This design comes from an exercise in tuning for small area and a short achievable clock period on the open sky130 flow, not from production work. Where RTL was checked, it was by simulation tests only, not by an equivalence proof against the original. No functional check of the RTL was part of runs 1 to 3. Power figures rest on the tool's default switching activity, not on a simulated workload.

==> flow/config.mk <==
export PLATFORM = sky130hd
export DESIGN_NAME = cpu
export DESIGN_NICKNAME = cpu
export VERILOG_FILES = /design/flow/design.v
export SDC_FILE = /design/flow/constraint.sdc
export NUM_CORES = 4
export LEC_CHECK = 0
export CAP_MARGIN = 20
export CORE_MARGIN = 2
export CORE_UTILIZATION = 55
export CTS_BUF_LIST = sky130_fd_sc_hd__clkbuf_8
export CTS_CLUSTER_SIZE = 30
export SETUP_SLACK_MARGIN = 3.9
export SLEW_MARGIN = 20
==> flow/constraint.sdc <==
create_clock -name core_clock -period 8.0 [get_ports {clk}]
set_input_delay 1.6000 -clock core_clock [delete_from_list [all_inputs] [get_ports {clk}]]
set_output_delay 1.6000 -clock core_clock [all_outputs]
set_load 0.01 [all_outputs]
==> flow/design.v <==
module cpu (
    input  wire        clk,
    input  wire        reset,
    output wire [7:0]  mem_addr,
    output wire [31:0] mem_wdata,
    output wire        mem_we,
    input  wire [31:0] mem_rdata
);
    localparam [5:0] S_RESET = 6'd0,  S_FETCH = 6'd1,  S_DECODE = 6'd2,
                     S_OVF   = 6'd3,  S_404   = 6'd4,  S_DIV0   = 6'd5,
                     S_ADD   = 6'd6,  S_AND   = 6'd7,  S_DIV    = 6'd8,
                     S_MULT  = 6'd9,  S_JR    = 6'd10, S_MFHI   = 6'd11,
                     S_MFLO  = 6'd12, S_SLL   = 6'd13, S_SLLV   = 6'd14,
                     S_SLT   = 6'd15, S_SRA   = 6'd16, S_SRAV   = 6'd17,
                     S_SRL   = 6'd18, S_SUB   = 6'd19, S_BREAK  = 6'd20,
                     S_RTE   = 6'd21, S_ADDM  = 6'd22, S_ADDI   = 6'd23,
                     S_ADDIU = 6'd24, S_BEQ   = 6'd25, S_BNE    = 6'd26,
                     S_BLE   = 6'd27, S_BGT   = 6'd28, S_SLLM   = 6'd29,
                     S_LB    = 6'd30, S_LH    = 6'd31, S_LUI    = 6'd32,
                     S_LW    = 6'd33, S_SB    = 6'd34, S_SH     = 6'd35,
                     S_SLTI  = 6'd36, S_SW    = 6'd37, S_J      = 6'd38,
                     S_JAL   = 6'd39;
    reg  [5:0]  st;       
    reg  [3:0]  cnt;      
    reg  [5:0]  last;     
    reg  [31:0] PC, EPC, ALUOut, A, B, IR;
    wire [5:0]  OPCODE = IR[31:26];
    wire [4:0]  RS     = IR[25:21];
    wire [4:0]  RT     = IR[20:16];
    wire [4:0]  RD     = IR[15:11];
    wire [15:0] IMM    = IR[15:0];
    wire [5:0]  FUNCT  = IR[5:0];
    wire        OVERFLOW, LESS, GT, ZERO;
    wire        MultStop, DivStop, DivZero;
    wire c0 = (cnt == 4'd0);
    wire c1 = (cnt == 4'd1);
    wire c2 = (cnt == 4'd2);
    wire c4 = (cnt == 4'd4);
    wire c5 = (cnt == 4'd5);
    wire f0  = (st == S_FETCH) && c0;
    wire d0  = (st == S_DECODE) && c0;
    wire d1  = (st == S_DECODE) && c1;
    wire exc = (st == S_OVF) || (st == S_404) || (st == S_DIV0);
    wire st_ldst  = (st == S_LB) || (st == S_LH) || (st == S_LW) || (st == S_SB) || (st == S_SH);
    wire st_immop = st_ldst || (st == S_ADDI) || (st == S_ADDIU) || (st == S_SLTI) ||
                    (st == S_SW) || (st == S_SLLM);
    wire st_shift = (st == S_SLL) || (st == S_SLLV) || (st == S_SRA) || (st == S_SRAV) || (st == S_SRL);
    wire l_rd   = (last == S_ADD) || (last == S_AND) || (last == S_SUB) || (last == S_ADDM) ||
                  (last == S_SLT) || (last == S_MFHI) || (last == S_MFLO) || (last == S_SLL) ||
                  (last == S_SLLV) || (last == S_SRA) || (last == S_SRAV) || (last == S_SRL);
    wire l_rt   = (last == S_ADDI) || (last == S_ADDIU) || (last == S_SLTI) || (last == S_SLLM) ||
                  (last == S_LB) || (last == S_LH) || (last == S_LW) || (last == S_LUI);
    wire l_aluo = (last == S_ADD) || (last == S_AND) || (last == S_SUB) || (last == S_ADDM) ||
                  (last == S_ADDI) || (last == S_ADDIU) || (last == S_SLT) || (last == S_SLTI) ||
                  (last == S_JAL);
    wire l_b    = (last == S_SLL) || (last == S_SLLV) || (last == S_SRA) || (last == S_SRAV) ||
                  (last == S_SRL) || (last == S_SLLM) || (last == S_LW);
    wire l_store = (last == S_SB) || (last == S_SH) || (last == S_SW);
    wire l_exc  = (last == S_OVF) || (last == S_404) || (last == S_DIV0);
    wire l_maddr = (last == S_ADDM) || (last == S_SLLM) || (last == S_LB) || (last == S_LH) ||
                   (last == S_LW) || (last == S_SB) || (last == S_SH) || (last == S_SW);
    wire l_write = l_rd || l_rt || (last == S_JAL) || (last == S_RESET);
    reg  [5:0] st_n;
    reg  [3:0] cnt_n;
    reg  [5:0] dec_st;
    always @(*) begin
        case (OPCODE)
            6'b000000:
                case (FUNCT)
                    6'b100000: dec_st = S_ADD;
                    6'b100100: dec_st = S_AND;
                    6'b011010: dec_st = S_DIV;
                    6'b011000: dec_st = S_MULT;
                    6'b001000: dec_st = S_JR;
                    6'b010000: dec_st = S_MFHI;
                    6'b010010: dec_st = S_MFLO;
                    6'b000000: dec_st = S_SLL;
                    6'b000100: dec_st = S_SLLV;
                    6'b101010: dec_st = S_SLT;
                    6'b000011: dec_st = S_SRA;
                    6'b000111: dec_st = S_SRAV;
                    6'b000010: dec_st = S_SRL;
                    6'b100010: dec_st = S_SUB;
                    6'b001101: dec_st = S_BREAK;
                    6'b010011: dec_st = S_RTE;
                    6'b000101: dec_st = S_ADDM;
                    default:   dec_st = S_404;
                endcase
            6'b001000: dec_st = S_ADDI;
            6'b001001: dec_st = S_ADDIU;
            6'b000100: dec_st = S_BEQ;
            6'b000101: dec_st = S_BNE;
            6'b000110: dec_st = S_BLE;
            6'b000111: dec_st = S_BGT;
            6'b000001: dec_st = S_SLLM;
            6'b100000: dec_st = S_LB;
            6'b100001: dec_st = S_LH;
            6'b001111: dec_st = S_LUI;
            6'b100011: dec_st = S_LW;
            6'b101000: dec_st = S_SB;
            6'b101001: dec_st = S_SH;
            6'b001010: dec_st = S_SLTI;
            6'b101011: dec_st = S_SW;
            6'b000010: dec_st = S_J;
            6'b000011: dec_st = S_JAL;
            default:   dec_st = S_404;
        endcase
    end
    always @(*) begin
        st_n  = st;
        cnt_n = cnt + 4'd1;
        case (st)
            S_FETCH:
                if (cnt == 4'd3) begin st_n = S_DECODE; cnt_n = 4'd0; end
            S_DECODE:
                if (c1) begin st_n = dec_st; cnt_n = 4'd0; end
            S_OVF, S_404, S_DIV0:
                if (c4) begin st_n = S_FETCH; cnt_n = 4'd0; end
            S_ADD, S_SUB, S_ADDI, S_SW:
                if (c1) begin st_n = OVERFLOW ? S_OVF : S_FETCH; cnt_n = 4'd0; end
            S_AND, S_SLT, S_SLTI, S_ADDIU, S_JAL:
                if (c1) begin st_n = S_FETCH; cnt_n = 4'd0; end
            S_DIV: begin
                cnt_n = 4'd1;
                if (DivZero)      begin st_n = S_DIV0;  cnt_n = 4'd0; end
                else if (DivStop) begin st_n = S_FETCH; cnt_n = 4'd0; end
            end
            S_MULT: begin
                cnt_n = 4'd1;
                if (MultStop) begin st_n = S_FETCH; cnt_n = 4'd0; end
            end
            S_JR, S_MFHI, S_MFLO, S_BREAK, S_RTE, S_BEQ, S_BNE, S_BLE, S_BGT, S_LUI, S_J:
                begin st_n = S_FETCH; cnt_n = 4'd0; end
            S_SLL, S_SLLV, S_SRA, S_SRAV, S_SRL:
                if (c2) begin st_n = S_FETCH; cnt_n = 4'd0; end
            S_ADDM:
                if (cnt == 4'd11) begin st_n = OVERFLOW ? S_OVF : S_FETCH; cnt_n = 4'd0; end
            S_SLLM:
                if (c1 && OVERFLOW)     begin st_n = S_OVF;   cnt_n = 4'd0; end
                else if (cnt == 4'd7)   begin st_n = S_FETCH; cnt_n = 4'd0; end
            S_LB, S_LH, S_LW, S_SB, S_SH:
                if (c1 && OVERFLOW)     begin st_n = S_OVF;   cnt_n = 4'd0; end
                else if (c5)            begin st_n = S_FETCH; cnt_n = 4'd0; end
            default: begin st_n = st; cnt_n = cnt; end
        endcase
    end
    always @(posedge clk) begin
        if (reset) begin
            st   <= S_FETCH;
            cnt  <= 4'd0;
            last <= S_RESET;
        end else begin
            st   <= st_n;
            cnt  <= cnt_n;
            if (st != S_FETCH && st != S_DECODE)
                last <= st;
        end
    end
    reg  [32:0] ring [0:31];
    reg  [4:0]  phase;
    reg  [31:0] rsel;     
    reg         wpend;
    wire [4:0]  rp_field = d0 ? mem_rdata[20:16] : ((st == S_SLLM && cnt == 4'd4) ? RT : RS);
    wire [4:0]  rp_next  = rp_field + phase + 5'd1;
    reg  [32:0] rword;
    integer q;
    always @(*) begin
        rword = 33'd0;
        for (q = 0; q < 32; q = q + 1)
            rword = rword | (ring[q] & {33{rsel[q]}});
    end
    wire [31:0] rdata = rword[32] ? rword[31:0] : 32'd0;
    wire [5:0]  ci    = (st >= S_ADD) ? st : last;
    wire ci_rd   = (ci == S_ADD) || (ci == S_AND) || (ci == S_SUB) || (ci == S_ADDM) ||
                   (ci == S_SLT) || (ci == S_MFHI) || (ci == S_MFLO) || (ci == S_SLL) ||
                   (ci == S_SLLV) || (ci == S_SRA) || (ci == S_SRAV) || (ci == S_SRL);
    wire ci_rt   = (ci == S_ADDI) || (ci == S_ADDIU) || (ci == S_SLTI) || (ci == S_SLLM) ||
                   (ci == S_LB) || (ci == S_LH) || (ci == S_LW) || (ci == S_LUI);
    wire ci_aluo = (ci == S_ADD) || (ci == S_AND) || (ci == S_SUB) || (ci == S_ADDM) ||
                   (ci == S_ADDI) || (ci == S_ADDIU) || (ci == S_SLT) || (ci == S_SLTI) ||
                   (ci == S_JAL);
    wire ci_b    = (ci == S_SLL) || (ci == S_SLLV) || (ci == S_SRA) || (ci == S_SRAV) ||
                   (ci == S_SRL) || (ci == S_SLLM) || (ci == S_LW);
    wire [4:0]  waddr_c = reset ? 5'd29 : ci_rd ? RD : ci_rt ? RT : (ci == S_JAL) ? 5'd31 : 5'd29;
    reg  [4:0]  waddr;    
    wire [4:0]  wtap = waddr + phase + 5'd1;    
    wire [7:0]  tsel;     
    genvar tk;
    generate
        for (tk = 0; tk < 8; tk = tk + 1) begin : taps
            assign tsel[tk] = (wtap == 4 * tk);
        end
    endgenerate
    reg         ws_aluo, ws_b, ws_lb, ws_lh, ws_hi, ws_lo, ws_lui, ws_227;
    integer k;
    always @(posedge clk) begin
        waddr   <= waddr_c;
        ws_aluo <= !reset && ci_aluo;
        ws_b    <= !reset && ci_b;
        ws_lb   <= !reset && (ci == S_LB);
        ws_lh   <= !reset && (ci == S_LH);
        ws_hi   <= !reset && (ci == S_MFHI);
        ws_lo   <= !reset && (ci == S_MFLO);
        ws_lui  <= !reset && (ci == S_LUI);
        ws_227  <= reset || (ci == S_RESET);
    end
    wire        wreq = (f0 && l_write) || wpend;
    wire [7:0]  wcommit = {8{wreq}} & tsel;
    reg  [1:0]  hl_src;
    reg  [31:0] m_acc, m_q;
    reg  [31:0] d_rem, d_dq;
    wire [31:0] HI = hl_src[0] ? m_acc : (hl_src[1] ? d_rem : 32'd0);
    wire [31:0] LO = hl_src[0] ? m_q   : (hl_src[1] ? d_dq  : 32'd0);
    wire [31:0] wd = ({32{ws_aluo}} & ALUOut) | ({32{ws_b}} & B) |
                     ({32{ws_lb}} & {24'd0, B[7:0]}) | ({32{ws_lh}} & {16'd0, B[15:0]}) |
                     ({32{ws_hi}} & HI) | ({32{ws_lo}} & LO) |
                     ({32{ws_lui}} & {IMM, 16'd0}) | ({32{ws_227}} & 32'd227);
    integer p;
    always @(posedge clk) begin
        phase <= phase + 5'd1;
        for (q = 0; q < 32; q = q + 1)
            rsel[q] <= (rp_next == q);
        for (p = 0; p < 32; p = p + 1) begin
            if (p % 4 == 0 && wcommit[p / 4])
                ring[p] <= {!reset, wd};
            else
                ring[p] <= {ring[(p + 31) % 32][32] && !reset, ring[(p + 31) % 32][31:0]};
        end
    end
    always @(posedge clk) begin
        if (reset)
            wpend <= 1'b0;
        else
            wpend <= wreq && !(|tsel);
    end
    wire [31:0] sext = {{16{IMM[15]}}, IMM};
    wire l_break = (last == S_BREAK);
    wire n_d0    = (st == S_FETCH) && (cnt == 4'd3);
    wire n_pcm4  = (exc && (cnt == 4'd3)) || ((st == S_BREAK) && c0);
    wire n_x1    = c0 && (st >= S_ADD);
    reg  a_pc, a_zero, b_4, b_sx2, b_sx, op_sub, op_and, op_a, op_lt, m_step, d_step;
    reg  aluout_ld, ir_ld, epc_ld, a_ld_rf, a_ld_mem, b_ld_rf, b_ld_mem, b_ld_sh, b_mdr;
    reg  mdr_sb, mdr_sh, sh_var, sh_left, sh_arith;
    reg  a_a, b_b;        
    wire n_a_pc   = n_d0 || d0 || (n_x1 && st == S_JAL) || n_pcm4;
    wire n_a_zero = (st == S_ADDM) && c5;
    wire n_b_4    = n_d0 || n_pcm4;
    wire n_b_sx   = n_x1 && st_immop;
    wire n_m_step = !reset && (st == S_MULT) && !MultStop;
    wire n_d_step = !reset && (st == S_DIV) && !DivZero && !DivStop;
    always @(posedge clk) begin
        a_pc      <= n_a_pc;
        a_zero    <= n_a_zero;
        b_4       <= n_b_4;
        b_sx2     <= d0;
        b_sx      <= n_b_sx;
        a_a       <= !(n_a_pc || n_a_zero || n_m_step || n_d_step);
        b_b       <= !(n_b_4 || d0 || n_b_sx || n_m_step);
        op_sub    <= (n_x1 && (st == S_SUB || st == S_SLT || st == S_SLTI ||
                               st == S_BLE || st == S_BGT)) || n_pcm4;
        op_and    <= n_x1 && (st == S_AND);
        op_a      <= n_x1 && (st == S_JAL || st == S_ADDM);
        op_lt     <= n_x1 && (st == S_SLT || st == S_SLTI);
        aluout_ld <= d0 || (n_x1 && (st == S_ADD || st == S_SUB || st == S_AND || st == S_ADDIU ||
                                     st == S_SLT || st == S_JAL || st == S_ADDM || st_immop)) ||
                     ((st == S_ADDM) && (c5 || cnt == 4'd10));
        ir_ld     <= n_d0;
        a_ld_rf   <= d1 || ((st == S_SLLM) && c4);
        a_ld_mem  <= (st == S_ADDM) && c4;
        b_ld_rf   <= d0;
        b_ld_mem  <= ((st == S_ADDM) && cnt == 4'd9) || ((st == S_SLLM) && c4);
        b_ld_sh   <= (st_shift && c1) || ((st == S_SLLM) && cnt == 4'd6);
        mdr_sb    <= (st == S_SB);
        mdr_sh    <= (st == S_SH);
        sh_var    <= (st == S_SLLV) || (st == S_SRAV) || (st == S_SLLM);
        sh_left   <= (st == S_SLL) || (st == S_SLLV) || (st == S_SLLM);
        sh_arith  <= (st == S_SRA) || (st == S_SRAV);
        m_step    <= n_m_step;
        d_step    <= n_d_step;
        if (reset) begin
            epc_ld <= 1'b0;
            b_mdr  <= 1'b0;
        end else begin
            epc_ld <= exc && (cnt == 4'd3);
            b_mdr  <= (exc && (cnt == 4'd3)) || (st_ldst && c4);
        end
    end
    reg         ms_add, ms_sub;
    wire [31:0] d_sh   = {d_rem[30:0], d_dq[31]};
    wire [31:0] alu_a  = ({32{a_pc}} & PC) | ({32{a_a}} & A) |
                         ({32{m_step}} & m_acc) | ({32{d_step}} & d_sh);
    wire [31:0] alu_b  = ({32{b_4}} & 32'd4) | ({32{b_sx2}} & {sext[29:0], 2'b00}) |
                         ({32{b_sx}} & sext) | ({32{b_b}} & B) | ({32{ms_add}} & A);
    wire        a_sub  = op_sub || ms_sub || d_step;
    wire [31:0] alu_bx  = a_sub ? ~alu_b : alu_b;
    wire [31:0] ag = alu_a & alu_bx;
    wire [31:0] ap = alu_a ^ alu_bx;
    wire [31:0] pg [0:5];
    wire [31:0] pp [0:5];
    assign pg[0] = {ag[31:1], ag[0] | (ap[0] & a_sub)};
    assign pp[0] = ap;
    genvar lv, bi;
    generate
        for (lv = 0; lv < 5; lv = lv + 1) begin : sk
            for (bi = 0; bi < 32; bi = bi + 1) begin : bt
                if ((bi >> lv) & 1) begin : comb
                    localparam integer J = ((bi >> lv) << lv) - 1;
                    assign pg[lv + 1][bi] = pg[lv][bi] | (pp[lv][bi] & pg[lv][J]);
                    assign pp[lv + 1][bi] = pp[lv][bi] & pp[lv][J];
                end else begin : pass
                    assign pg[lv + 1][bi] = pg[lv][bi];
                    assign pp[lv + 1][bi] = pp[lv][bi];
                end
            end
        end
    endgenerate
    wire [32:0] ac = {pg[5], a_sub};
    wire [32:0] alu_sum = {ac[32], ap ^ ac[31:0]};
    assign OVERFLOW = ac[32] ^ ac[31];
    assign LESS     = (alu_sum[31] & ~OVERFLOW) | (OVERFLOW & alu_a[31]);
    reg  br_eq, br_gt;
    always @(posedge clk) begin
        br_eq <= (rdata == B);
        br_gt <= (rdata[31] != B[31]) ? B[31] : (rdata[30:0] > B[30:0]);
    end
    assign ZERO     = br_eq;
    assign GT       = br_gt;
    wire        op_sum = !op_a && !op_and && !op_lt;
    wire [31:0] ALU_Result = ({32{op_sum}} & alu_sum[31:0]) | ({32{op_a}} & alu_a) |
                             ({32{op_and}} & alu_a & alu_b) | {31'd0, op_lt & LESS};
    wire [31:0] sh_in  = sh_var ? A : B;
    wire [4:0]  sh_n   = sh_var ? B[4:0] : IMM[10:6];
    wire [31:0] sh_x, sh_res;
    genvar g;
    generate
        for (g = 0; g < 32; g = g + 1) begin : shrev
            assign sh_x[g]   = sh_left ? sh_in[31 - g] : sh_in[g];
            assign sh_res[g] = sh_left ? sh_r[31 - g] : sh_r[g];
        end
    endgenerate
    wire        sh_fill = sh_arith & sh_in[31];
    wire [63:0] sh_ext  = {{32{sh_fill}}, sh_x};
    wire [63:0] sh_r64  = sh_ext >> sh_n;
    wire [31:0] sh_r    = sh_r64[31:0];
    wire br_take = (last == S_BEQ && ZERO) || (last == S_BNE && !ZERO) ||
                   (last == S_BLE && !GT)  || (last == S_BGT && GT);
    wire pc_jump = (last == S_J) || (last == S_JAL);
    wire pc_ld   = d0 || (f0 && (br_take || pc_jump || l_exc || l_break ||
                                 last == S_JR || last == S_RTE));
    wire [31:0] pc_next = d0 || l_break      ? ALU_Result :
                          (last == S_JR)     ? A :
                          (last == S_RTE)    ? EPC :
                          pc_jump            ? {PC[31:28], IR[25:0], 2'b00} :
                          l_exc              ? {24'd0, B[31:24]} : ALUOut;
    always @(posedge clk) begin
        if (reset)
            PC <= 32'd0;
        else if (pc_ld)
            PC <= pc_next;
        if (reset)
            EPC <= 32'd0;
        else if (epc_ld)
            EPC <= ALU_Result;
        if (aluout_ld)
            ALUOut <= ALU_Result;
        if (ir_ld)
            IR <= mem_rdata;
        if (a_ld_mem)
            A <= mem_rdata;
        else if (a_ld_rf)
            A <= rdata;
        if (b_ld_rf)
            B <= rdata;
        else if (b_ld_mem)
            B <= mem_rdata;
        else if (b_ld_sh)
            B <= sh_res;
        else if (b_mdr) begin
            B[31:16] <= mem_rdata[31:16];
            if (!mdr_sh)
                B[15:8] <= mem_rdata[15:8];
            if (!mdr_sh && !mdr_sb)
                B[7:0] <= mem_rdata[7:0];
        end
        if (reset)
            hl_src <= 2'd0;
        else if (f0 && last == S_MULT)
            hl_src <= 2'd1;
        else if (f0 && last == S_DIV)
            hl_src <= 2'd2;
    end
    wire       MultInit = m_step;
    wire       DivInit  = d_step;
    reg        m_q1, m_run, m_fim, m_stop;
    reg        d_run, d_fim, d_stop, d_zero;
    reg  [5:0] md_cnt;
    assign MultStop = m_stop;
    assign DivStop  = d_stop;
    assign DivZero  = d_zero;
    wire [31:0] m_new = alu_sum[31:0];
    wire        d_ge  = (d_sh >= B);    
    wire m_do_step = MultInit && m_run && !md_cnt[5];
    wire m_do_load = MultInit && !m_run && !m_fim;
    wire m_q0_n    = m_do_step ? m_q[1] : m_do_load ? B[0] : m_q[0];
    wire m_q1_n    = m_do_step ? m_q[0] : m_do_load ? 1'b0 : m_q1;
    always @(posedge clk) begin
        ms_add <= !reset && (st == S_MULT) && !MultStop && (m_q0_n ^ m_q1_n);
        ms_sub <= !reset && (st == S_MULT) && !MultStop && (m_q0_n & ~m_q1_n);
        if (reset) begin
            m_run  <= 1'b0;
            m_fim  <= 1'b0;
            m_stop <= 1'b0;
        end else if (MultInit) begin
            if (m_run) begin
                if (!md_cnt[5]) begin
                    m_acc  <= {m_new[31], m_new[31:1]};
                    m_q    <= {m_new[0], m_q[31:1]};
                    m_q1   <= m_q[0];
                    md_cnt <= md_cnt + 6'd1;
                end else begin
                    m_run  <= 1'b0;
                    m_fim  <= 1'b1;
                    m_stop <= 1'b1;
                end
            end else if (!m_fim) begin
                m_acc  <= 32'd0;
                m_q    <= B;
                m_q1   <= 1'b0;
                md_cnt <= 6'd0;
                m_run  <= 1'b1;
            end else begin
                m_fim  <= 1'b0;
            end
        end
        if (d_zero) begin
            d_zero <= 1'b0;
        end else if (d_stop) begin
            d_stop <= 1'b0;
        end else if (reset) begin
            d_rem  <= 32'd0;
            d_fim  <= 1'b0;
            d_run  <= 1'b0;
            d_stop <= 1'b0;
        end else if (DivInit) begin
            if (d_run) begin
                if (!md_cnt[5]) begin
                    d_rem  <= d_ge ? alu_sum[31:0] : d_sh;
                    d_dq   <= {d_dq[30:0], d_ge};
                    md_cnt <= md_cnt + 6'd1;
                end else begin
                    d_run  <= 1'b0;
                    d_fim  <= 1'b1;
                    d_stop <= 1'b1;
                end
            end else if (!d_fim) begin
                if (B == 32'd0) begin
                    d_zero <= 1'b1;
                end else begin
                    d_dq   <= A;
                    md_cnt <= 6'd0;
                    d_run  <= 1'b1;
                end
            end else begin
                d_fim  <= 1'b0;
            end
        end
    end
    reg        am_ex, am_aluo, we_q;
    reg  [1:0] am_lo;
    reg        am_ex_n, am_aluo_n;
    reg  [1:0] am_lo_n;
    always @(*) begin
        am_ex_n   = exc;
        am_lo_n   = (st == S_404) ? 2'b01 : (st == S_OVF) ? 2'b10 : 2'b11;
        am_aluo_n = 1'b0;
        case (st)
            S_ADDM:                         am_aluo_n = !c0;
            S_SLLM, S_LB, S_LH, S_LW, S_SB, S_SH:
                                            am_aluo_n = (cnt >= 4'd2) || (c1 && !OVERFLOW);
            S_SW:                           am_aluo_n = c1 && !OVERFLOW;
            default:                        am_aluo_n = 1'b0;
        endcase
    end
    always @(posedge clk) begin
        if (reset) begin
            am_ex   <= 1'b0;
            am_aluo <= 1'b0;
            we_q    <= 1'b0;
        end else begin
            am_ex   <= am_ex_n;
            am_aluo <= am_aluo_n;
            we_q    <= ((st == S_SW) && c1 && !OVERFLOW) || ((st == S_SB || st == S_SH) && c5);
        end
        am_lo <= am_lo_n;
    end
    wire [7:0] addr_sel = am_ex ? {6'b111111, am_lo} : am_aluo ? ALUOut[7:0] : PC[7:0];
    assign mem_addr  = (reset && !am_ex) ? 8'd0 : addr_sel;
    assign mem_we    = we_q;
    assign mem_wdata = reset ? 32'd0 : B;
endmodule
==> flow/run.sh <==
#!/bin/bash
# synth_recipe.tcl (not shown) runs the flow's synth.tcl, then flattens the netlist and writes it again
# the make line also repeats each setting of config.mk as NAME=value (left out here)
make -C /OpenROAD-flow-scripts/flow DESIGN_CONFIG=/design/flow/config.mk WORK_HOME=/design/flow/orfs CLKGATE_MAP_FILE= SYNTH_SCRIPT=/design/flow/synth_recipe.tcl finish
==> results.yml, run 1 <==
status:
  status: "complete, no violations"
layout:
  max_flop_register: "ring"
  design_area_sq_mm: 0.0678
  fillCellCount: 9088
  layoutNonFillerInstCount: 7544
  regArea_sq_mm: 0.0326
  area_growth_pct: 14.7
  fin_nets: 6095
  largest_reg_flops: 1056
  final_layout_size_suffix_gt1_frac: 0.145
  multi_input_area_sq_mm: 0.0251
critical_path:
  crit_cells: 12
  arrival_ns: 4.98
  r2r_cells: 12
  critPathRequiredTime_ns: 8.79
  slowest_stage: "o41ai_2"
  end_kind: "flip-flop"
  worstPathMaxFanout: 19
  crit_start: "rsel[1]$_DFF_P_"
  reg2reg_from: "rsel[1]$_DFF_P_"
  cp_slowest_stage_delay_ns: 1.06
  crit_type: "flip-flop to flip-flop"
  cp-start-kind: "flip-flop"
  crit_buf_inv: 2
  cp_top_family: "compound AO/OA/AOI/OAI gates"
  critical_path.cell_chain: "buf_4, a22o_1, a221oi_1, nand3_1, o41ai_2, inv_1, ha_1, nand4_1, nor2_1, nand3_1, a21boi_0, maj3_1"
  crit_top_cell: "nand3_1"
timing:
  rsz0062_at_grt: "true"
  hold_viol_final: 0
  worstMarginPinSlew_ns: 1.25
  max-slew-margin-rel: 0.159
  setup_violations: 0
  timing.setup.tns_ns: 0
  slew_viol_final: 0
  post-route-period-util: 0.523
  fmax_mhz: 239
  finClkSkew_ns: 0.0703
  period_minus_slack_ns: 4.19
logic_synthesis:
  post-synth-top-count-cell: "dfxtp_1"
  yosysSeqAreaShare: 0.551
  syn_area_per_cell_sq_um: 10.3
  yosysWarnings: 2
  synth-main-ff-cell: "dfxtp_1"
  synthCells: 5767
  synth.distinct_cells: 98
  synth_area_leaders: "dfxtp_1 (42%), edfxtp_1 (13%), a22oi_1 (6.2%), nand2_1 (3.9%), o21ai_0 (2.7%)"
  netlist.top_cell.by_area: "dfxtp_1"
  synth_commonest_cells: "dfxtp_1 (1,238), nand2_1 (619), a22oi_1 (488)"
  ys_seq_elements: 1497
  syn_area_sq_mm: 0.0591
  synth_edf_count: 259
  synth.top_cell.area_share: 0.419
  synthArstFlopShare: 0
  synth_fp_nets: 5921
placement:
  postPlaceCellArea_sq_mm: 0.0613
  place.port_buffers: 74
  dp_hpwl_mm: 159
  place_inst: 6989
  gp_congestion: 1.04
floorplanning:
  start_util: 0.553
  die_w_um: 332
  coreArea_sq_mm: 0.107
  die_area_sq_mm: 0.110
  die_h_um: 332
  fp-row-count: 120
  io_pins: 75
global_route:
  track_usage: 0.435
  overflow: 0
  antenna_found_initial: 11
  grt_pass1_vias: 48588
  grt_max_degree: 74
  grt_pass1_wl_mm: 348
worst_hold_path:
  hp-class: "flip-flop to flip-flop"
  hold_start: "ring[24][0]$_DFF_P_"
  hold_depth: 0
pwr:
  p_per_area_mw_per_mm2: 268
  cellLeakagePower_nw: 26.0
  vdd_drop_max_mv: 0.220
  totalPowerFinal_mw: 18.2
routing:
  drc: 0
  wl_per_cell_um: 32.8
  vias_per_cell: 6.82
  dr.pass1.iters: 9
  antenna_left: 0
  drt-initial-drc-count: 6931
  vias: 51479
  routed_wl_mm: 247
flow_run:
  cap_violations: 0
clocking:
  clk_latency_ns: 0.95
  clock-root-buffer: "clkbuf_8"
  cts_buffer_depth: 3
  htreeDepth: 4
  clock_sinks: 1497
  cts-buffers-inserted: 232
  cts_tree: "yes"
  clk_pin_slew_worst_paths_ns: 0.07
-- cell type report --
cell class | instances | area share
Sequential cell | 1497 | 0.481
Multi-Input combinational cell | 3760 | 0.371
Clock buffer | 286 | 0.0580
Timing Repair Buffer | 343 | 0.0449
Tap cell | 1403 | 0.0259
Clock inverter | 142 | 0.0126
Inverter | 107 | 0.00647
Antenna cell | 6 | 0.000221
-- worst paths after layout --
check	to	slack (ns)
setup reg to reg	br_gt$_DFF_P_	3.81
hold / removal	ring[25][0]$_DFF_P_	0.29
setup / recovery	br_gt$_DFF_P_	3.81
hold reg to reg	ring[25][0]$_DFF_P_	0.29
-- through the flow --
step,hold slack [ns],util,setup slack [ns]
finish,0.290,0.635,3.81
global route,0.306,0.634,3.73
CTS,0.293,0.625,3.64
detailed placement,0.336,0.573,3.08
global placement,0.333,0.573,3.17
floorplan,0.331,-,3.89
-- placed cells by master, fill, tap and decap left out, drive strengths merged, types with 51 or more instances in the layout --
cell / n
dfxtp: 1238
nand2: 622
a22oi: 488
o21ai: 419
nor2: 368
clkbuf: 288
buf: 265
edfxtp: 259
a21oi: 219
inv: 201
a22o: 155
nand3: 143
a221oi: 119
ha: 114
mux2i: 113
nand4: 100
nor3: 87
mux2: 64
a21o: 61
a211oi: 55
xnor2: 53
o211ai: 51
-- cell families after synthesis --
logic type | share of synthesized area
buffers and inverters | 0.0362
muxes | 0.0439
adders and majority gates | 0.0263
and+or+nand+nor | 0.118
AOI/OAI and AO/OA | 0.216
xor gates and xnor gates | 0.00992
DFF | 0.551
-- power by group --
group / total, mW / internal (mW) / leakage [nW] / switching, mW
Clock: 6.56 / 3.39 / 2.81 / 3.17
Sequential: 8.12 / 7.88 / 12.4 / 0.230
Combinational: 3.51 / 1.21 / 10.8 / 2.31
-- routing by layer --
| metal | vias to the layer above | wire, um | global-route usage |
|---|---|---|---|
| li1 | 21915 | - | - |
| met1 | 24951 | 92300 | 0.553 |
| met2 | 3696 | 107000 | 0.660 |
| met3 | 909 | 28600 | 0.102 |
| met4 | 8 | 19800 | 0.296 |
| met5 | - | 46 | 0 |
-- what timing repair did --
item / 4_1_cts / 5_1_grt
pin swaps: 9 / 34
hold endpoints to repair: 0 / 0
resized for setup: 109 / 75
gates cloned: 5 / 2
setup endpoints to repair: 217 / 108
buffers inserted: 45 / 69
hold buffers: 0 / 0
==> run 2: changes to the inputs <==
--- a/flow/config.mk
+++ b/flow/config.mk
@@ -10,5 +10,5 @@
 export CORE_UTILIZATION = 55
 export CTS_BUF_LIST = sky130_fd_sc_hd__clkbuf_8
 export CTS_CLUSTER_SIZE = 30
-export SETUP_SLACK_MARGIN = 3.9
+export SETUP_SLACK_MARGIN = 4.4
 export SLEW_MARGIN = 20
==> results.yml, run 2 <==
clocking:
  clk_latency_ns: 0.99
  cts-buffers-inserted: 231
  clock-root-buffer: "clkbuf_8"
  cts_hold_buf: 0
  clock_sinks: 1497
  cts_buffer_depth: 3
  cts_tree: "yes"
  htreeDepth: 4
  clk_pin_slew_worst_paths_ns: 0.06
critical_path:
  reg2reg_slack_ns: 3.92
  worstPathMaxFanout: 17
  critPathRequiredTime_ns: 8.86
  cp-start-kind: "flip-flop"
  arrival_ns: 4.94
  end_kind: "flip-flop"
  crit_type: "flip-flop to flip-flop"
timing:
  hold_viol_final: 0
  post-route-period-util: 0.510
  hold_ws_ns: 0.315
  finClkSkew_ns: 0.0948
  setup_violations: 0
  rsz0062_at_grt: "true"
  period_minus_slack_ns: 4.08
  worstMarginPinSlew_ns: 1.37
  slew_viol_final: 0
  fmax_mhz: 245
  max-slew-margin-rel: 0.0869
  timing.setup.tns_ns: 0
logic_synthesis:
  synth_commonest_cells: "dfxtp_1 (1,238), nand2_1 (619), a22oi_1 (488)"
  synth-main-ff-cell: "dfxtp_1"
  synth_area_leaders: "dfxtp_1 (42%), edfxtp_1 (13%), a22oi_1 (6.2%), nand2_1 (3.9%), o21ai_0 (2.7%)"
  synthArstFlopShare: 0
  yosysSeqAreaShare: 0.551
  synth.distinct_cells: 98
  synth_fp_nets: 5921
  synth_edf_count: 259
  synthCells: 5767
  post-synth-top-count-cell: "dfxtp_1"
  ys_seq_elements: 1497
  syn_area_sq_mm: 0.0591
  netlist.top_cell.by_area: "dfxtp_1"
  syn_area_per_cell_sq_um: 10.3
  yosysWarnings: 2
  synth.top_cell.area_share: 0.419
layout:
  largest_reg_flops: 1056
  max_flop_register: "ring"
  final_layout_size_suffix_gt1_frac: 0.202
  layout_commonest_cell: "dfxtp_1"
  final_cell_mix: "dfxtp_1 (1,185), nand2_1 (609), a22oi_1 (482)"
  area_growth_pct: 20.6
  fin_nets: 6224
global_route:
  overflow: 0
  antenna_found_initial: 15
  grt_max_degree: 92
  track_usage: 0.453
  grt_pass1_wl_mm: 362
  grt_pass1_vias: 50340
floorplanning:
  die_area_sq_mm: 0.110
  die_w_um: 332
  die_h_um: 332
  fp-row-count: 120
  start_util: 0.553
  io_pins: 75
  coreArea_sq_mm: 0.107
pwr:
  vdd_drop_max_mv: 0.248
  totalPowerFinal_mw: 19.7
  p_per_area_mw_per_mm2: 276
  cellLeakagePower_nw: 27.3
status:
  status: "complete, no violations"
routing:
  routed_wl_mm: 261
  drc: 0
  dr.pass1.iters: 10
  vias: 52994
  vias_per_cell: 6.89
  drt-initial-drc-count: 7859
  wl_per_cell_um: 33.9
  antenna_left: 0
placement:
  place.port_buffers: 74
  dp_hpwl_mm: 160
  gp_congestion: 1.01
flow_run:
  cap_violations: 0
worst_hold_path:
  hp-class: "flip-flop to flip-flop"
-- run 2: cell count changes in the layout (fill, tap and decap cells not counted), moves of 14 or more --
cell	change
a211oi_1	-21
a211oi_2	+21
buf_12	+23
buf_4	+30
buf_6	+92
clkinv_2	+14
dfxtp_4	+16
dlygate4sd2_1	-39
nor2_1	-32
nor2_4	+34
-- run 2: timing repair --
item / CTS / global route
gates cloned: 14 / 5
pin swaps: 127 / 111
setup endpoints to repair: 311 / 274
gates resized for setup: 506 / 175
buffers inserted: 161 / 74
-- run 2: stage by stage --
| stage | util | setup WS (ns) | area, sq um | cells |
|---|---|---|---|---|
| after detailed placement | 0.577 | 3.00 | 61700 | 6986 |
| after global routing | 0.667 | 3.92 | 71300 | 7685 |
| after floorplan | - | 4.08 | 59700 | 5767 |
| after CTS | 0.653 | 4.02 | 69800 | 7603 |
| after global placement | 0.576 | 3.04 | 61600 | 6985 |
| final | 0.667 | 3.92 | 71300 | 7691 |
-- run 2: path summary, 6_finish.rpt --
check | startpoint | end | depth (start not counted)
hold / removal | ring[16][2]$_DFF_P_ | ring[17][2]$_DFF_P_ | 0
setup / recovery | b_sx$_DFF_P_ | st[5]$_SDFFE_PP0P_ | 17
setup reg to reg | b_sx$_DFF_P_ | st[5]$_SDFFE_PP0P_ | 17
hold reg to reg | ring[16][2]$_DFF_P_ | ring[17][2]$_DFF_P_ | 0
-- run 2: logic make-up after synthesis --
| kind of cell | Yosys count | synth area share |
|---|---|---|
| mux | 210 | 0.0439 |
| flops | 1497 | 0.551 |
| simple gates | 1536 | 0.118 |
| fa+ha+maj | 121 | 0.0263 |
| buf+inv | 510 | 0.0362 |
| xor+xnor | 67 | 0.00992 |
| compound gates | 1826 | 0.216 |
-- run 2: where the power goes --
group / total (mW) / leakage [nW] / internal, mW / switching (mW)
clock network: 6.83 / 2.93 / 3.58 / 3.26
logic: 4.69 / 12.0 / 1.91 / 2.78
registers: 8.12 / 12.4 / 7.88 / 0.240
-- run 2: critical path, stage by stage, from the launching register on --
cell and delay (ns):
dfxtp_1 0.32, buf_12 0.16, a222oi_1 0.50, nand2_1 0.21, xnor2_2 0.18, ha_1 0.34, a211oi_2 0.10, o21a_2 0.26
nor3_4 0.31, o211ai_4 0.15, a211oi_4 0.27, buf_12 0.17, buf_6 0.10, nor4b_4 0.04, buf_4 0.16, o31ai_4 0.39
nor3_2 0.06, a31o_2 0.23
-- run 2: routing by layer --
layer  share of wire  routed length [um]  global-route usage  vias up
li1                -                   -                   -    22173
met1            0.36               92600               0.550    25538
met2            0.43              112000               0.690     4110
met3            0.12               31800               0.128     1167
met4           0.092               23900               0.335        6
met5         0.00019                  50                   0        -
-- run 2: layout make-up --
cell class                      count  area [sq um]
Tap cell                         1403          1760
Antenna cell                        9          22.5
Clock buffer                      290          3990
Fill cell                        8466         35600
Multi-Input combinational cell   3762         26500
Timing Repair Buffer              471          4870
Sequential cell                  1497         32700
Clock inverter                    152          1050
Inverter                          107           429
==> run 3: changes to the inputs <==
==> flow/flow/run.sh (new file) <==
#!/bin/bash
# Own flow: the standard layout (standard synthesis, floorplan, power grid,
# placement, CTS, routing), with two changes to how cells are chosen:
#  - timing repair may resize cells to other footprints (MATCH_CELL_FOOTPRINT=0),
#  - ports are buffered with sky130_fd_sc_hd__buf_4 instead of a delay cell.
# make's full output goes to standard_make.log; ORFS keeps each step's log
# under orfs/logs/.
set -euo pipefail
bash standard.sh MATCH_CELL_FOOTPRINT=0 \
    'BUFFER_PORTS_ARGS=-buffer_cell sky130_fd_sc_hd__buf_4' \
    finish > standard_make.log 2>&1
==> flow/standard.sh (new file) <==
#!/bin/bash
# synth_recipe.tcl (not shown) runs the flow's synth.tcl, then flattens the netlist and writes it again
# the make line also repeats each setting of config.mk as NAME=value (left out here)
make -C /OpenROAD-flow-scripts/flow DESIGN_CONFIG=/design/flow/config.mk WORK_HOME=/design/flow/orfs CLKGATE_MAP_FILE= SYNTH_SCRIPT=/design/flow/synth_recipe.tcl "${@:-finish}"
--- a/flow/config.mk
+++ b/flow/config.mk
@@ -10,5 +10,5 @@
 export CORE_UTILIZATION = 55
 export CTS_BUF_LIST = sky130_fd_sc_hd__clkbuf_8
 export CTS_CLUSTER_SIZE = 30
-export SETUP_SLACK_MARGIN = 4.4
+export SETUP_SLACK_MARGIN = 4.2
 export SLEW_MARGIN = 20
removed: flow/run.sh
==> results.yml, run 3 <==
timing:
  hold_viol_final: 0
  worstMarginPinSlew_ns: 1.15
  finClkSkew_ns: 0.0758
  timing.setup.tns_ns: 0
  fmax_mhz: 255
  hold_ws_ns: 0.319
  slew_viol_final: 0
  rsz0062_at_grt: "true"
  max-slew-margin-rel: 0.232
  setup_slack_ns: 4.07
  period_minus_slack_ns: 3.93
  post-route-period-util: 0.491
  setup_violations: 0
routing:
  drt-initial-drc-count: 7736
  vias_per_cell: 6.85
  drc: 0
  dr.pass1.iters: 9
  antenna_left: 0
  wl_per_cell_um: 33.6
  vias: 52520
  routed_wl_mm: 257
logic_synthesis:
  yosysSeqAreaShare: 0.551
  ys_seq_elements: 1497
  synthArstFlopShare: 0
  synthCells: 5767
  synth.top_cell.area_share: 0.419
  synth_area_leaders: "dfxtp_1 (42%), edfxtp_1 (13%), a22oi_1 (6.2%), nand2_1 (3.9%), o21ai_0 (2.7%)"
  synth_edf_count: 259
  synth_commonest_cells: "dfxtp_1 (1,238), nand2_1 (619), a22oi_1 (488)"
  netlist.top_cell.by_area: "dfxtp_1"
  synth.distinct_cells: 98
  synth_fp_nets: 5921
  post-synth-top-count-cell: "dfxtp_1"
  yosysWarnings: 2
  syn_area_per_cell_sq_um: 10.3
  synth-main-ff-cell: "dfxtp_1"
  syn_area_sq_mm: 0.0591
floorplanning:
  fp-row-count: 120
  start_util: 0.553
  die_h_um: 332
  die_area_sq_mm: 0.110
  io_pins: 75
  die_w_um: 332
  coreArea_sq_mm: 0.107
worst_hold_path:
  hp-class: "flip-flop to flip-flop"
placement:
  place.port_buffers: 74
  gp_congestion: 1.01
  dp_hpwl_mm: 159
  pre_cts_slack_ns: 3.21
clocking:
  htreeDepth: 4
  clk_latency_ns: 0.98
  cts-buffers-inserted: 233
  cts_tree: "yes"
  clk_pin_slew_worst_paths_ns: 0.07
  clock_sinks: 1497
  cts_buffer_depth: 3
  clock-root-buffer: "clkbuf_8"
critical_path:
  crit_type: "primary input to output port"
  cp-start-kind: "primary input"
  end_kind: "output port"
  worstPathMaxFanout: 6
  arrival_ns: 2.33
  critPathRequiredTime_ns: 6.40
pwr:
  totalPowerFinal_mw: 19.0
  vdd_drop_max_mv: 0.201
  cellLeakagePower_nw: 26.8
  p_per_area_mw_per_mm2: 271
layout:
  layout_commonest_cell: "dfxtp_1"
  area_growth_pct: 18.3
  final_cell_mix: "dfxtp_1 (1,191), nand2_1 (614), a22oi_1 (484)"
  final_core_util: 0.654
  regArea_sq_mm: 0.0327
  fin_nets: 6190
  final_layout_size_suffix_gt1_frac: 0.186
  max_flop_register: "ring"
  largest_reg_flops: 1056
  fillCellCount: 8677
  multi_input_area_sq_mm: 0.0258
global_route:
  antenna_found_initial: 12
  track_usage: 0.452
  grt_pass1_vias: 49832
  overflow: 0
  grt_max_degree: 93
  grt_pass1_wl_mm: 360
flow_run:
  cap_violations: 0
status:
  status: "complete, no violations"
[run 3: cell type report]
class	instances	area share
Antenna cell	21	0.000751
Clock buffer	305	0.0600
Clock inverter	133	0.0128
Inverter	107	0.00649
Multi-Input combinational cell	3763	0.369
Sequential cell	1497	0.467
Tap cell	1403	0.0251
Timing Repair Buffer	434	0.0595
[run 3: final timing paths]
kind | from | end | cells past startpoint | slack, ns
min | ring[12][28]$_DFF_P_ | ring[13][28]$_DFF_P_ | 0 | 0.32
max reg2reg | A[2]$_DFFE_PP_ | st[3]$_SDFFE_PP0P_ | 16 | 4.09
max | reset | mem_addr[0] | 4 | 4.07
min reg2reg | ring[12][28]$_DFF_P_ | ring[13][28]$_DFF_P_ | 0 | 0.32
[run 3: cells by family after synthesis]
kind of cell,after synthesis,share of synthesized area
AO/OA/AOI/OAI,1826,0.216
adder cells (fa/ha/maj),121,0.0263
XOR/XNOR,67,0.00992
flip-flops,1497,0.551
multiplexers,210,0.0439
buffers and inverters,510,0.0362
AND/OR/NAND/NOR,1536,0.118
[run 3: critical path: stages]
cell       delay, ns
buf_16          0.15
clkbuf_16       0.22
o31ai_4         0.19
buf_6           0.13
[run 3: per-stage QoR]
step | cells | instance area (sq um)
finish | 7663 | 70000
global placement | 6984 | 61400
global route | 7645 | 69900
CTS | 7583 | 68800
floorplan | 5767 | 59600
detailed placement | 6984 | 61400
[run 3: what timing repair did]
item,4_1_cts,5_1_grt
resized for setup,157,118
pin swaps,55,53
hold buffers,0,0
setup buffers,144,55
endpoints found under the setup margin,216,159
gates cloned,17,4
[run 3: routing by layer]
layer / vias to the layer above / global-route usage / part of all wire
met5: - / 0 / 0.00018
li1: 22113 / - / -
met2: 3899 / 0.685 / 0.43
met1: 25397 / 0.549 / 0.36
met4: 8 / 0.332 / 0.089
met3: 1103 / 0.131 / 0.12
[run 3: report_power, final]
part / internal (mW) / switching [mW]
clock: 3.67 / 3.23
combinational: 1.44 / 2.50
sequential: 7.89 / 0.216
==> run 4: changes to the inputs <==
--- a/flow/design.v
+++ b/flow/design.v
@@ -23,6 +23,8 @@
     reg  [5:0]  st;       
     reg  [3:0]  cnt;      
     reg  [5:0]  last;     
+    reg         ovf_chk;  
+    wire        ovf_trap;
     reg  [31:0] PC, EPC, ALUOut, A, B, IR;
     wire [5:0]  OPCODE = IR[31:26];
     wire [4:0]  RS     = IR[25:21];
@@ -117,7 +119,7 @@
             S_OVF, S_404, S_DIV0:
                 if (c4) begin st_n = S_FETCH; cnt_n = 4'd0; end
             S_ADD, S_SUB, S_ADDI, S_SW:
-                if (c1) begin st_n = OVERFLOW ? S_OVF : S_FETCH; cnt_n = 4'd0; end
+                if (c1) begin st_n = S_FETCH; cnt_n = 4'd0; end
             S_AND, S_SLT, S_SLTI, S_ADDIU, S_JAL:
                 if (c1) begin st_n = S_FETCH; cnt_n = 4'd0; end
             S_DIV: begin
@@ -134,13 +136,11 @@
             S_SLL, S_SLLV, S_SRA, S_SRAV, S_SRL:
                 if (c2) begin st_n = S_FETCH; cnt_n = 4'd0; end
             S_ADDM:
-                if (cnt == 4'd11) begin st_n = OVERFLOW ? S_OVF : S_FETCH; cnt_n = 4'd0; end
+                if (cnt == 4'd11) begin st_n = S_FETCH; cnt_n = 4'd0; end
             S_SLLM:
-                if (c1 && OVERFLOW)     begin st_n = S_OVF;   cnt_n = 4'd0; end
-                else if (cnt == 4'd7)   begin st_n = S_FETCH; cnt_n = 4'd0; end
+                if (cnt == 4'd7)        begin st_n = S_FETCH; cnt_n = 4'd0; end
             S_LB, S_LH, S_LW, S_SB, S_SH:
-                if (c1 && OVERFLOW)     begin st_n = S_OVF;   cnt_n = 4'd0; end
-                else if (c5)            begin st_n = S_FETCH; cnt_n = 4'd0; end
+                if (c5)                 begin st_n = S_FETCH; cnt_n = 4'd0; end
             default: begin st_n = st; cnt_n = cnt; end
         endcase
     end
@@ -150,8 +150,8 @@
             cnt  <= 4'd0;
             last <= S_RESET;
         end else begin
-            st   <= st_n;
-            cnt  <= cnt_n;
+            st   <= ovf_trap ? S_OVF : st_n;
+            cnt  <= ovf_trap ? 4'd0 : cnt_n;
             if (st != S_FETCH && st != S_DECODE)
                 last <= st;
         end
@@ -238,10 +238,11 @@
     wire n_d0    = (st == S_FETCH) && (cnt == 4'd3);
     wire n_pcm4  = (exc && (cnt == 4'd3)) || ((st == S_BREAK) && c0);
     wire n_x1    = c0 && (st >= S_ADD);
-    reg  a_pc, a_zero, b_4, b_sx2, b_sx, op_sub, op_and, op_a, op_lt, m_step, d_step;
+    reg  a_pc, a_zero, b_4, b_sx2, b_sx, op_and, op_a, op_lt, m_step, d_step;
     reg  aluout_ld, ir_ld, epc_ld, a_ld_rf, a_ld_mem, b_ld_rf, b_ld_mem, b_ld_sh, b_mdr;
-    reg  mdr_sb, mdr_sh, sh_var, sh_left, sh_arith;
-    reg  a_a, b_b;        
+    reg  mdr_sb, mdr_sh, sh_var, sh_left, sh_arith, b_prep;
+    reg  a_a;             
+    reg  bp_b, bn_b, bp_4, bn_4, bp_sx, bn_sx, a_sub;
     wire n_a_pc   = n_d0 || d0 || (n_x1 && st == S_JAL) || n_pcm4;
     wire n_a_zero = (st == S_ADDM) && c5;
     wire n_b_4    = n_d0 || n_pcm4;
@@ -255,9 +256,9 @@
         b_sx2     <= d0;
         b_sx      <= n_b_sx;
         a_a       <= !(n_a_pc || n_a_zero || n_m_step || n_d_step);
-        b_b       <= !(n_b_4 || d0 || n_b_sx || n_m_step);
-        op_sub    <= (n_x1 && (st == S_SUB || st == S_SLT || st == S_SLTI ||
-                               st == S_BLE || st == S_BGT)) || n_pcm4;
+        ovf_chk   <= !reset && ((n_x1 && (st == S_ADD || st == S_SUB || st == S_ADDI || st == S_SW ||
+                                              st == S_SLLM || st_ldst)) ||
+                                    ((st == S_ADDM) && cnt == 4'd10));
         op_and    <= n_x1 && (st == S_AND);
         op_a      <= n_x1 && (st == S_JAL || st == S_ADDM);
         op_lt     <= n_x1 && (st == S_SLT || st == S_SLTI);
@@ -270,6 +271,7 @@
         b_ld_rf   <= d0;
         b_ld_mem  <= ((st == S_ADDM) && cnt == 4'd9) || ((st == S_SLLM) && c4);
         b_ld_sh   <= (st_shift && c1) || ((st == S_SLLM) && cnt == 4'd6);
+        b_prep    <= (st_shift && c0) || ((st == S_SLLM) && c5);
         mdr_sb    <= (st == S_SB);
         mdr_sh    <= (st == S_SH);
         sh_var    <= (st == S_SLLV) || (st == S_SRAV) || (st == S_SLLM);
@@ -289,10 +291,11 @@
     wire [31:0] d_sh   = {d_rem[30:0], d_dq[31]};
     wire [31:0] alu_a  = ({32{a_pc}} & PC) | ({32{a_a}} & A) |
                          ({32{m_step}} & m_acc) | ({32{d_step}} & d_sh);
-    wire [31:0] alu_b  = ({32{b_4}} & 32'd4) | ({32{b_sx2}} & {sext[29:0], 2'b00}) |
-                         ({32{b_sx}} & sext) | ({32{b_b}} & B) | ({32{ms_add}} & A);
-    wire        a_sub  = op_sub || ms_sub || d_step;
-    wire [31:0] alu_bx  = a_sub ? ~alu_b : alu_b;
+    wire [31:0] alu_bx = ({32{bp_b}} & B) | ({32{bn_b}} & ~B) |
+                         ({32{bp_4}} & 32'd4) | ({32{bn_4}} & ~32'd4) |
+                         ({32{bp_sx}} & sext) | ({32{bn_sx}} & ~sext) |
+                         ({32{b_sx2}} & {sext[29:0], 2'b00}) |
+                         ({32{ms_add}} & A) | ({32{ms_sub}} & ~A);
     wire [31:0] ag = alu_a & alu_bx;
     wire [31:0] ap = alu_a ^ alu_bx;
     wire [31:0] pg [0:5];
@@ -324,12 +327,15 @@
         br_gt <= (rdata[31] != B[31]) ? B[31] : (rdata[30:0] > B[30:0]);
     end
     assign ZERO     = br_eq;
+    assign ovf_trap = ovf_chk && OVERFLOW;
     assign GT       = br_gt;
     wire        op_sum = !op_a && !op_and && !op_lt;
     wire [31:0] ALU_Result = ({32{op_sum}} & alu_sum[31:0]) | ({32{op_a}} & alu_a) |
-                             ({32{op_and}} & alu_a & alu_b) | {31'd0, op_lt & LESS};
+                             ({32{op_and}} & alu_a & B) | {31'd0, op_lt & LESS};
     wire [31:0] sh_in  = sh_var ? A : B;
     wire [4:0]  sh_n   = sh_var ? B[4:0] : IMM[10:6];
+    reg  [4:0]  sh_amt;
+    reg         sh_fill;
     wire [31:0] sh_x, sh_res;
     genvar g;
     generate
@@ -338,9 +344,8 @@
             assign sh_res[g] = sh_left ? sh_r[31 - g] : sh_r[g];
         end
     endgenerate
-    wire        sh_fill = sh_arith & sh_in[31];
-    wire [63:0] sh_ext  = {{32{sh_fill}}, sh_x};
-    wire [63:0] sh_r64  = sh_ext >> sh_n;
+    wire [63:0] sh_ext  = {{32{sh_fill}}, B};
+    wire [63:0] sh_r64  = sh_ext >> sh_amt;
     wire [31:0] sh_r    = sh_r64[31:0];
     wire br_take = (last == S_BEQ && ZERO) || (last == S_BNE && !ZERO) ||
                    (last == S_BLE && !GT)  || (last == S_BGT && GT);
@@ -373,8 +378,14 @@
             B <= rdata;
         else if (b_ld_mem)
             B <= mem_rdata;
+        else if (b_prep)
+            B <= sh_x;
         else if (b_ld_sh)
             B <= sh_res;
+        if (b_prep) begin
+            sh_amt  <= sh_n;
+            sh_fill <= sh_arith & sh_in[31];
+        end
         else if (b_mdr) begin
             B[31:16] <= mem_rdata[31:16];
             if (!mdr_sh)
@@ -403,9 +414,22 @@
     wire m_do_load = MultInit && !m_run && !m_fim;
     wire m_q0_n    = m_do_step ? m_q[1] : m_do_load ? B[0] : m_q[0];
     wire m_q1_n    = m_do_step ? m_q[0] : m_do_load ? 1'b0 : m_q1;
+    wire n_ms_add  = n_m_step && !m_q0_n && m_q1_n;    
+    wire n_ms_sub  = n_m_step && m_q0_n && !m_q1_n;    
+    wire n_b_b     = !(n_b_4 || d0 || n_b_sx || n_m_step);
+    wire n_op_sub  = (n_x1 && (st == S_SUB || st == S_SLT || st == S_SLTI ||
+                               st == S_BLE || st == S_BGT)) || n_pcm4;
+    wire n_sub     = n_op_sub || n_ms_sub || n_d_step;
     always @(posedge clk) begin
-        ms_add <= !reset && (st == S_MULT) && !MultStop && (m_q0_n ^ m_q1_n);
-        ms_sub <= !reset && (st == S_MULT) && !MultStop && (m_q0_n & ~m_q1_n);
+        ms_add <= n_ms_add;
+        ms_sub <= n_ms_sub;
+        bp_b   <= n_b_b && !n_sub;
+        bn_b   <= n_b_b && n_sub;
+        bp_4   <= n_b_4 && !n_sub;
+        bn_4   <= n_b_4 && n_sub;
+        bp_sx  <= n_b_sx && !n_sub;
+        bn_sx  <= n_b_sx && n_sub;
+        a_sub  <= n_sub;
         if (reset) begin
             m_run  <= 1'b0;
             m_fim  <= 1'b0;
@@ -476,8 +500,8 @@
         case (st)
             S_ADDM:                         am_aluo_n = !c0;
             S_SLLM, S_LB, S_LH, S_LW, S_SB, S_SH:
-                                            am_aluo_n = (cnt >= 4'd2) || (c1 && !OVERFLOW);
-            S_SW:                           am_aluo_n = c1 && !OVERFLOW;
+                                            am_aluo_n = (cnt >= 4'd2) || (c1 && !ovf_trap);
+            S_SW:                           am_aluo_n = c1 && !ovf_trap;
             default:                        am_aluo_n = 1'b0;
         endcase
     end
@@ -489,7 +513,7 @@
         end else begin
             am_ex   <= am_ex_n;
             am_aluo <= am_aluo_n;
-            we_q    <= ((st == S_SW) && c1 && !OVERFLOW) || ((st == S_SB || st == S_SH) && c5);
+            we_q    <= ((st == S_SW) && c1 && !ovf_trap) || ((st == S_SB || st == S_SH) && c5);
         end
         am_lo <= am_lo_n;
     end
--- a/flow/config.mk
+++ b/flow/config.mk
@@ -8,7 +8,8 @@
 export CAP_MARGIN = 20
 export CORE_MARGIN = 2
 export CORE_UTILIZATION = 55
-export CTS_BUF_LIST = sky130_fd_sc_hd__clkbuf_8
-export CTS_CLUSTER_SIZE = 30
-export SETUP_SLACK_MARGIN = 4.2
+export CTS_BUF_LIST = sky130_fd_sc_hd__clkbuf_16
+export CTS_CLUSTER_DIAMETER = 100
+export CTS_CLUSTER_SIZE = 20
+export SETUP_SLACK_MARGIN = 4.0
 export SLEW_MARGIN = 20
==> results.yml, run 4 <==
global_route:
  grt_pass1_wl_mm: 348
  grt_max_degree: 81
  grt_pass1_vias: 48486
  antenna_found_initial: 9
  overflow: 0
  track_usage: 0.426
logic_synthesis:
  synth.top_cell.area_share: 0.424
  syn_area_sq_mm: 0.0601
  synth_edf_count: 233
  synth.distinct_cells: 99
  yosysWarnings: 2
  ys_seq_elements: 1508
  post-synth-top-count-cell: "dfxtp_1"
  synth_area_leaders: "dfxtp_1 (42%), edfxtp_1 (12%), a22oi_1 (4.8%), o21ai_0 (4.2%), nand2_1 (3.2%)"
  syn_area_per_cell_sq_um: 10.3
  netlist.top_cell.by_area: "dfxtp_1"
  yosysSeqAreaShare: 0.541
  synth_commonest_cells: "dfxtp_1 (1,275), nand2_1 (519), o21ai_0 (501)"
  synthCells: 5866
  synth_fp_nets: 6020
  synth-main-ff-cell: "dfxtp_1"
  synthArstFlopShare: 0
routing:
  drc: 0
  vias: 51377
  wl_per_cell_um: 33.9
  drt-initial-drc-count: 7734
  routed_wl_mm: 246
  antenna_left: 0
  dr.pass1.iters: 9
  vias_per_cell: 7.09
pwr:
  vdd_drop_max_mv: 0.270
  cellLeakagePower_nw: 24.5
  p_per_area_mw_per_mm2: 298
  totalPowerFinal_mw: 19.7
timing:
  rsz0062_at_grt: "true"
  worstMarginPinSlew_ns: 1.17
  period_minus_slack_ns: 4.12
  fmax_mhz: 243
  max-slew-margin-rel: 0.217
  post-route-period-util: 0.515
  finClkSkew_ns: 0.0666
  slew_viol_final: 0
  setup_violations: 0
  hold_viol_final: 0
  timing.setup.tns_ns: 0
layout:
  area_growth_pct: 10.1
  design_area_sq_mm: 0.0662
  fin_nets: 5961
  final_core_util: 0.609
  final_cell_mix: "dfxtp_1 (1,217), nand2_1 (515), o21ai_0 (490)"
  final_layout_size_suffix_gt1_frac: 0.130
  largest_reg_flops: 1056
  n_antenna_cell: 0
  max_flop_register: "ring"
  layout_commonest_cell: "dfxtp_1"
critical_path:
  crit_buf_inv: 4
  worstPathMaxFanout: 25
  slowest_stage: "a21oi_1"
  critPathRequiredTime_ns: 8.48
  crit_type: "flip-flop to flip-flop"
  cp_slowest_stage_delay_ns: 0.48
  end_kind: "flip-flop"
  arrival_ns: 4.61
  cp_top_family: "compound AO/OA/AOI/OAI gates"
  cp-start-kind: "flip-flop"
  critical_path.cell_chain: "buf_4, inv_1, ha_1, nand4_1, nor2_1, o21ai_0, a21oi_1, o31a_1, o31ai_4, buf_12, buf_6, and4_1, a31o_2"
floorplanning:
  start_util: 0.553
  die_w_um: 335
  fp-row-count: 121
  die_area_sq_mm: 0.112
  die_h_um: 335
  coreArea_sq_mm: 0.109
  io_pins: 75
status:
  status: "complete, no violations"
clocking:
  htreeDepth: 3
  clock-root-buffer: "clkbuf_16"
  clk_latency_ns: 0.75
  clk_pin_slew_worst_paths_ns: 0.09
  clock_sinks: 1508
  cts_buffer_depth: 3
  cts_tree: "yes"
  cts-buffers-inserted: 86
worst_hold_path:
  hp-class: "flip-flop to flip-flop"
flow_run:
  cap_violations: 0
placement:
  place.port_buffers: 74
  gp_congestion: 0.997
  dp_hpwl_mm: 153
  postPlaceCellArea_sq_mm: 0.0623
-- run 4: cell count changes after synthesis, sizes merged, moves of 33 or more --
cell | previous run | this run
a21oi | 219 | 263
a22oi | 488 | 381
buf | 117 | 76
clkbuf | 286 | 386
dfxtp | 1238 | 1275
inv | 105 | 138
mux2i | 113 | 149
mux4 | 33 | 72
nand2 | 622 | 520
nor2 | 368 | 290
o21ai | 419 | 507
-- run 4: metrics by stage --
step | hold slack [ns] | instances | setup slack, ns
5_1_grt | 0.345 | 7250 | 3.91
6_report | 0.331 | 7250 | 3.88
4_1_cts | 0.336 | 7202 | 3.92
3_3_place_gp | 0.332 | 7058 | 3.24
3_5_place_dp | 0.336 | 7060 | 3.19
2_1_floorplan | 0.331 | 5866 | 3.93
-- run 4: cell type report --
| class | instances | area (sq um) |
|---|---|---|
| flip-flops and latches | 1508 | 32600 |
| multi-input cells | 3757 | 26200 |
| fillers | 9230 | 42500 |
| inverters | 139 | 523 |
| clock buffers | 88 | 2200 |
| well taps | 1414 | 1770 |
| repair buffers | 315 | 2750 |
| clock inverters | 29 | 211 |
-- run 4: timing repair --
item,CTS,global route
pin swaps,9,18
hold buffers,0,0
gates resized for setup,102,81
hold endpoints to repair,0,0
cloned,4,5
setup endpoints to repair,191,118
buffers inserted,21,42
-- run 4: cells by family after synthesis --
logic type      after synthesis  synth area share
buf+inv                     601            0.0385
compound gates             1918             0.217
fa+ha+maj                   123            0.0263
simple gates               1396             0.108
mux                         285            0.0638
flops                      1508             0.541
xor+xnor                     35           0.00510
-- run 4: routing by layer --
| layer | global-route usage | part of all wire |
|---|---|---|
| met1 | 0.555 | 0.38 |
| met2 | 0.644 | 0.43 |
| met3 | 0.101 | 0.12 |
| met4 | 0.260 | 0.074 |
| met5 | 0 | 0.00018 |
-- run 4: path summary, 6_finish.rpt --
kind | start | end | slack [ns] | cells past startpoint
max | B[12]$_DFF_P_ | d_rem[29]$_SDFFCE_PP0P_ | 3.88 | 13
min | ring[29][15]$_DFF_P_ | ring[30][15]$_DFF_P_ | 0.33 | 0
max reg2reg | B[12]$_DFF_P_ | d_rem[29]$_SDFFCE_PP0P_ | 3.88 | 13
min reg2reg | ring[29][15]$_DFF_P_ | ring[30][15]$_DFF_P_ | 0.33 | 0
-- run 4: report_power, final --
group          leakage, nW  internal [mW]  total, mW  switching (mW)
Combinational         10.9           2.32       6.56            4.24
Clock                 1.25           2.00       4.61            2.61
Sequential            12.4           8.10       8.57           0.476
Total                 24.5           12.4       19.7            7.33
==> run 5: changes to the inputs <==
--- a/flow/config.mk
+++ b/flow/config.mk
@@ -9,7 +9,7 @@
 export CORE_MARGIN = 2
 export CORE_UTILIZATION = 55
 export CTS_BUF_LIST = sky130_fd_sc_hd__clkbuf_16
-export CTS_CLUSTER_DIAMETER = 100
-export CTS_CLUSTER_SIZE = 20
-export SETUP_SLACK_MARGIN = 4.0
+export CTS_CLUSTER_DIAMETER = 80
+export CTS_CLUSTER_SIZE = 16
+export SETUP_SLACK_MARGIN = 4.2
 export SLEW_MARGIN = 20
==> results.yml, run 5 <==
status:
  status: "complete, no violations"
logic_synthesis:
  synthArstFlopShare: 0
  syn_area_sq_mm: 0.0601
  synth_area_leaders: "dfxtp_1 (42%), edfxtp_1 (12%), a22oi_1 (4.8%), o21ai_0 (4.2%), nand2_1 (3.2%)"
  yosysWarnings: 2
  yosysSeqAreaShare: 0.541
  syn_area_per_cell_sq_um: 10.3
  netlist.top_cell.by_area: "dfxtp_1"
  synth_commonest_cells: "dfxtp_1 (1,275), nand2_1 (519), o21ai_0 (501)"
  synth.distinct_cells: 99
  synth-main-ff-cell: "dfxtp_1"
  synthCells: 5866
  synth.top_cell.area_share: 0.424
  synth_fp_nets: 6020
  post-synth-top-count-cell: "dfxtp_1"
  ys_seq_elements: 1508
  synth_edf_count: 233
placement:
  pre_cts_slack_ns: 3.16
  place_inst: 7060
  place.port_buffers: 74
  gp_congestion: 1.03
  postPlaceCellArea_sq_mm: 0.0624
  dp_hpwl_mm: 154
critical_path:
  end_kind: "output port"
  crit_type: "flip-flop to output port"
  worstPathMaxFanout: 8
  critPathRequiredTime_ns: 6.40
  cp-start-kind: "flip-flop"
  arrival_ns: 2.32
routing:
  vias: 52048
  dr.pass1.iters: 7
  drt-initial-drc-count: 7954
  drc: 0
  vias_per_cell: 7.10
  antenna_left: 0
  routed_wl_mm: 250
  wl_per_cell_um: 34.1
layout:
  multi_input_area_sq_mm: 0.0267
  layoutNonFillerInstCount: 7333
  final_cell_mix: "dfxtp_1 (1,219), nand2_1 (515), o21ai_0 (488)"
  layout_commonest_cell: "dfxtp_1"
  fin_nets: 6023
  regArea_sq_mm: 0.0326
  design_area_sq_mm: 0.0680
  fillCellCount: 9027
  final_layout_size_suffix_gt1_frac: 0.154
  max_flop_register: "ring"
  largest_reg_flops: 1056
  area_growth_pct: 13.0
  final_core_util: 0.625
clocking:
  htreeDepth: 3
  cts-buffers-inserted: 106
  clk_pin_slew_worst_paths_ns: 0.07
  cts_buffer_depth: 3
  cts_tree: "yes"
  cts_hold_buf: 0
  clk_latency_ns: 0.74
  clock-root-buffer: "clkbuf_16"
  clock_sinks: 1508
pwr:
  cellLeakagePower_nw: 25.2
  vdd_drop_max_mv: 0.304
  totalPowerFinal_mw: 20.7
  p_per_area_mw_per_mm2: 305
flow_run:
  cap_violations: 0
timing:
  fmax_mhz: 255
  max-slew-margin-rel: 0.154
  hold_ws_ns: 0.329
  finClkSkew_ns: 0.0384
  slew_viol_final: 0
  worstMarginPinSlew_ns: 1.27
  post-route-period-util: 0.490
  rsz0062_at_grt: "true"
  setup_slack_ns: 4.08
  setup_violations: 0
  hold_viol_final: 0
  period_minus_slack_ns: 3.92
  timing.setup.tns_ns: 0
global_route:
  grt_max_degree: 72
  overflow: 0
  track_usage: 0.433
  antenna_found_initial: 12
  grt_pass1_vias: 49687
  grt_pass1_wl_mm: 353
floorplanning:
  coreArea_sq_mm: 0.109
  die_h_um: 335
  start_util: 0.553
  fp-row-count: 121
  die_w_um: 335
  io_pins: 75
  die_area_sq_mm: 0.112
worst_hold_path:
  hp-class: "flip-flop to flip-flop"
[run 5: cell counts after synthesis]
Identical to the previous run, type by type.
[run 5: timing repair]
action	4_1_cts	5_1_grt
pin swaps	28	36
buffers inserted	54	46
gates cloned	12	1
endpoints found under the setup margin	209	150
gates resized for setup	159	158
[run 5: worst paths after layout]
check                                           from                       to  slack, ns  depth (start not counted)
worst max register to register         B[25]$_DFF_P_  d_rem[29]$_SDFFCE_PP0P_       4.14                         10
worst max-delay path              am_aluo$_SDFF_PP0_              mem_addr[3]       4.08                          3
worst min-delay path            ring[28][11]$_DFF_P_     ring[29][11]$_DFF_P_       0.33                          0
worst min register to register  ring[28][11]$_DFF_P_     ring[29][11]$_DFF_P_       0.33                          0
[run 5: layout make-up]
class / instances / share of cell area
Tap cell: 1414 / 0.0260
Timing Repair Buffer: 357 / 0.0474
Sequential cell: 1508 / 0.480
Antenna cell: 12 / 0.000442
Multi-Input combinational cell: 3757 / 0.394
Inverter: 139 / 0.00795
Clock buffer: 111 / 0.0409
Clock inverter: 35 / 0.00374
[run 5: kinds of logic after synthesis]
group | after synthesis | share of synthesized area
muxes | 285 | 0.0638
buffers and inverters | 601 | 0.0385
AOI/OAI and AO/OA | 1918 | 0.217
DFF | 1508 | 0.541
xor gates and xnor gates | 35 | 0.00510
adders and majority gates | 123 | 0.0263
and+or+nand+nor | 1396 | 0.108
[run 5: per-layer routing]
metal	track usage	wire [um]	vias up
met5	0	28	-
met4	0.275	19100	4
met3	0.113	30200	994
met2	0.656	107000	3869
met1	0.551	93500	25265
li1	-	-	21916
[run 5: power by group]
| group | switching [mW] | internal (mW) |
|---|---|---|
| combinational | 4.42 | 2.54 |
| sequential | 0.431 | 8.10 |
| clock | 2.71 | 2.51 |
[run 5: critical path, cell delays in order (launching register included)]
cell and delay, ns:
dfxtp_2 0.64, mux2i_1 0.59, o21bai_1 0.16, buf_4 0.17

[port drivers added, routing unchanged]
Ports are ideal in the flow. The routed layouts listed here were re-timed in OpenROAD. Step 1: set_driving_cell puts a clkbuf_16 on clk and a buf_2 on each other input, an assumption about the parent block. Step 2 times the ports against the registers' clock, not the clock port: input delays grow and output delays shrink by t, the midpoint of the rising clock arrivals with the driver on. a / b / c = no drivers / after step 1 / after step 2; a / b = the first two.
run	t (ns)	setup slack, ns
run 1	0.992	3.815 / 3.779 / 3.447
run 2	1.015	3.923 / 3.615 / 3.364
run 3	1.026	4.071 / 3.744 / 3.323
run 4	0.796	3.879 / 3.867 / 3.867
run 5	0.799	4.082 / 3.810 / 3.605
After both steps every run listed still meets setup and hold.
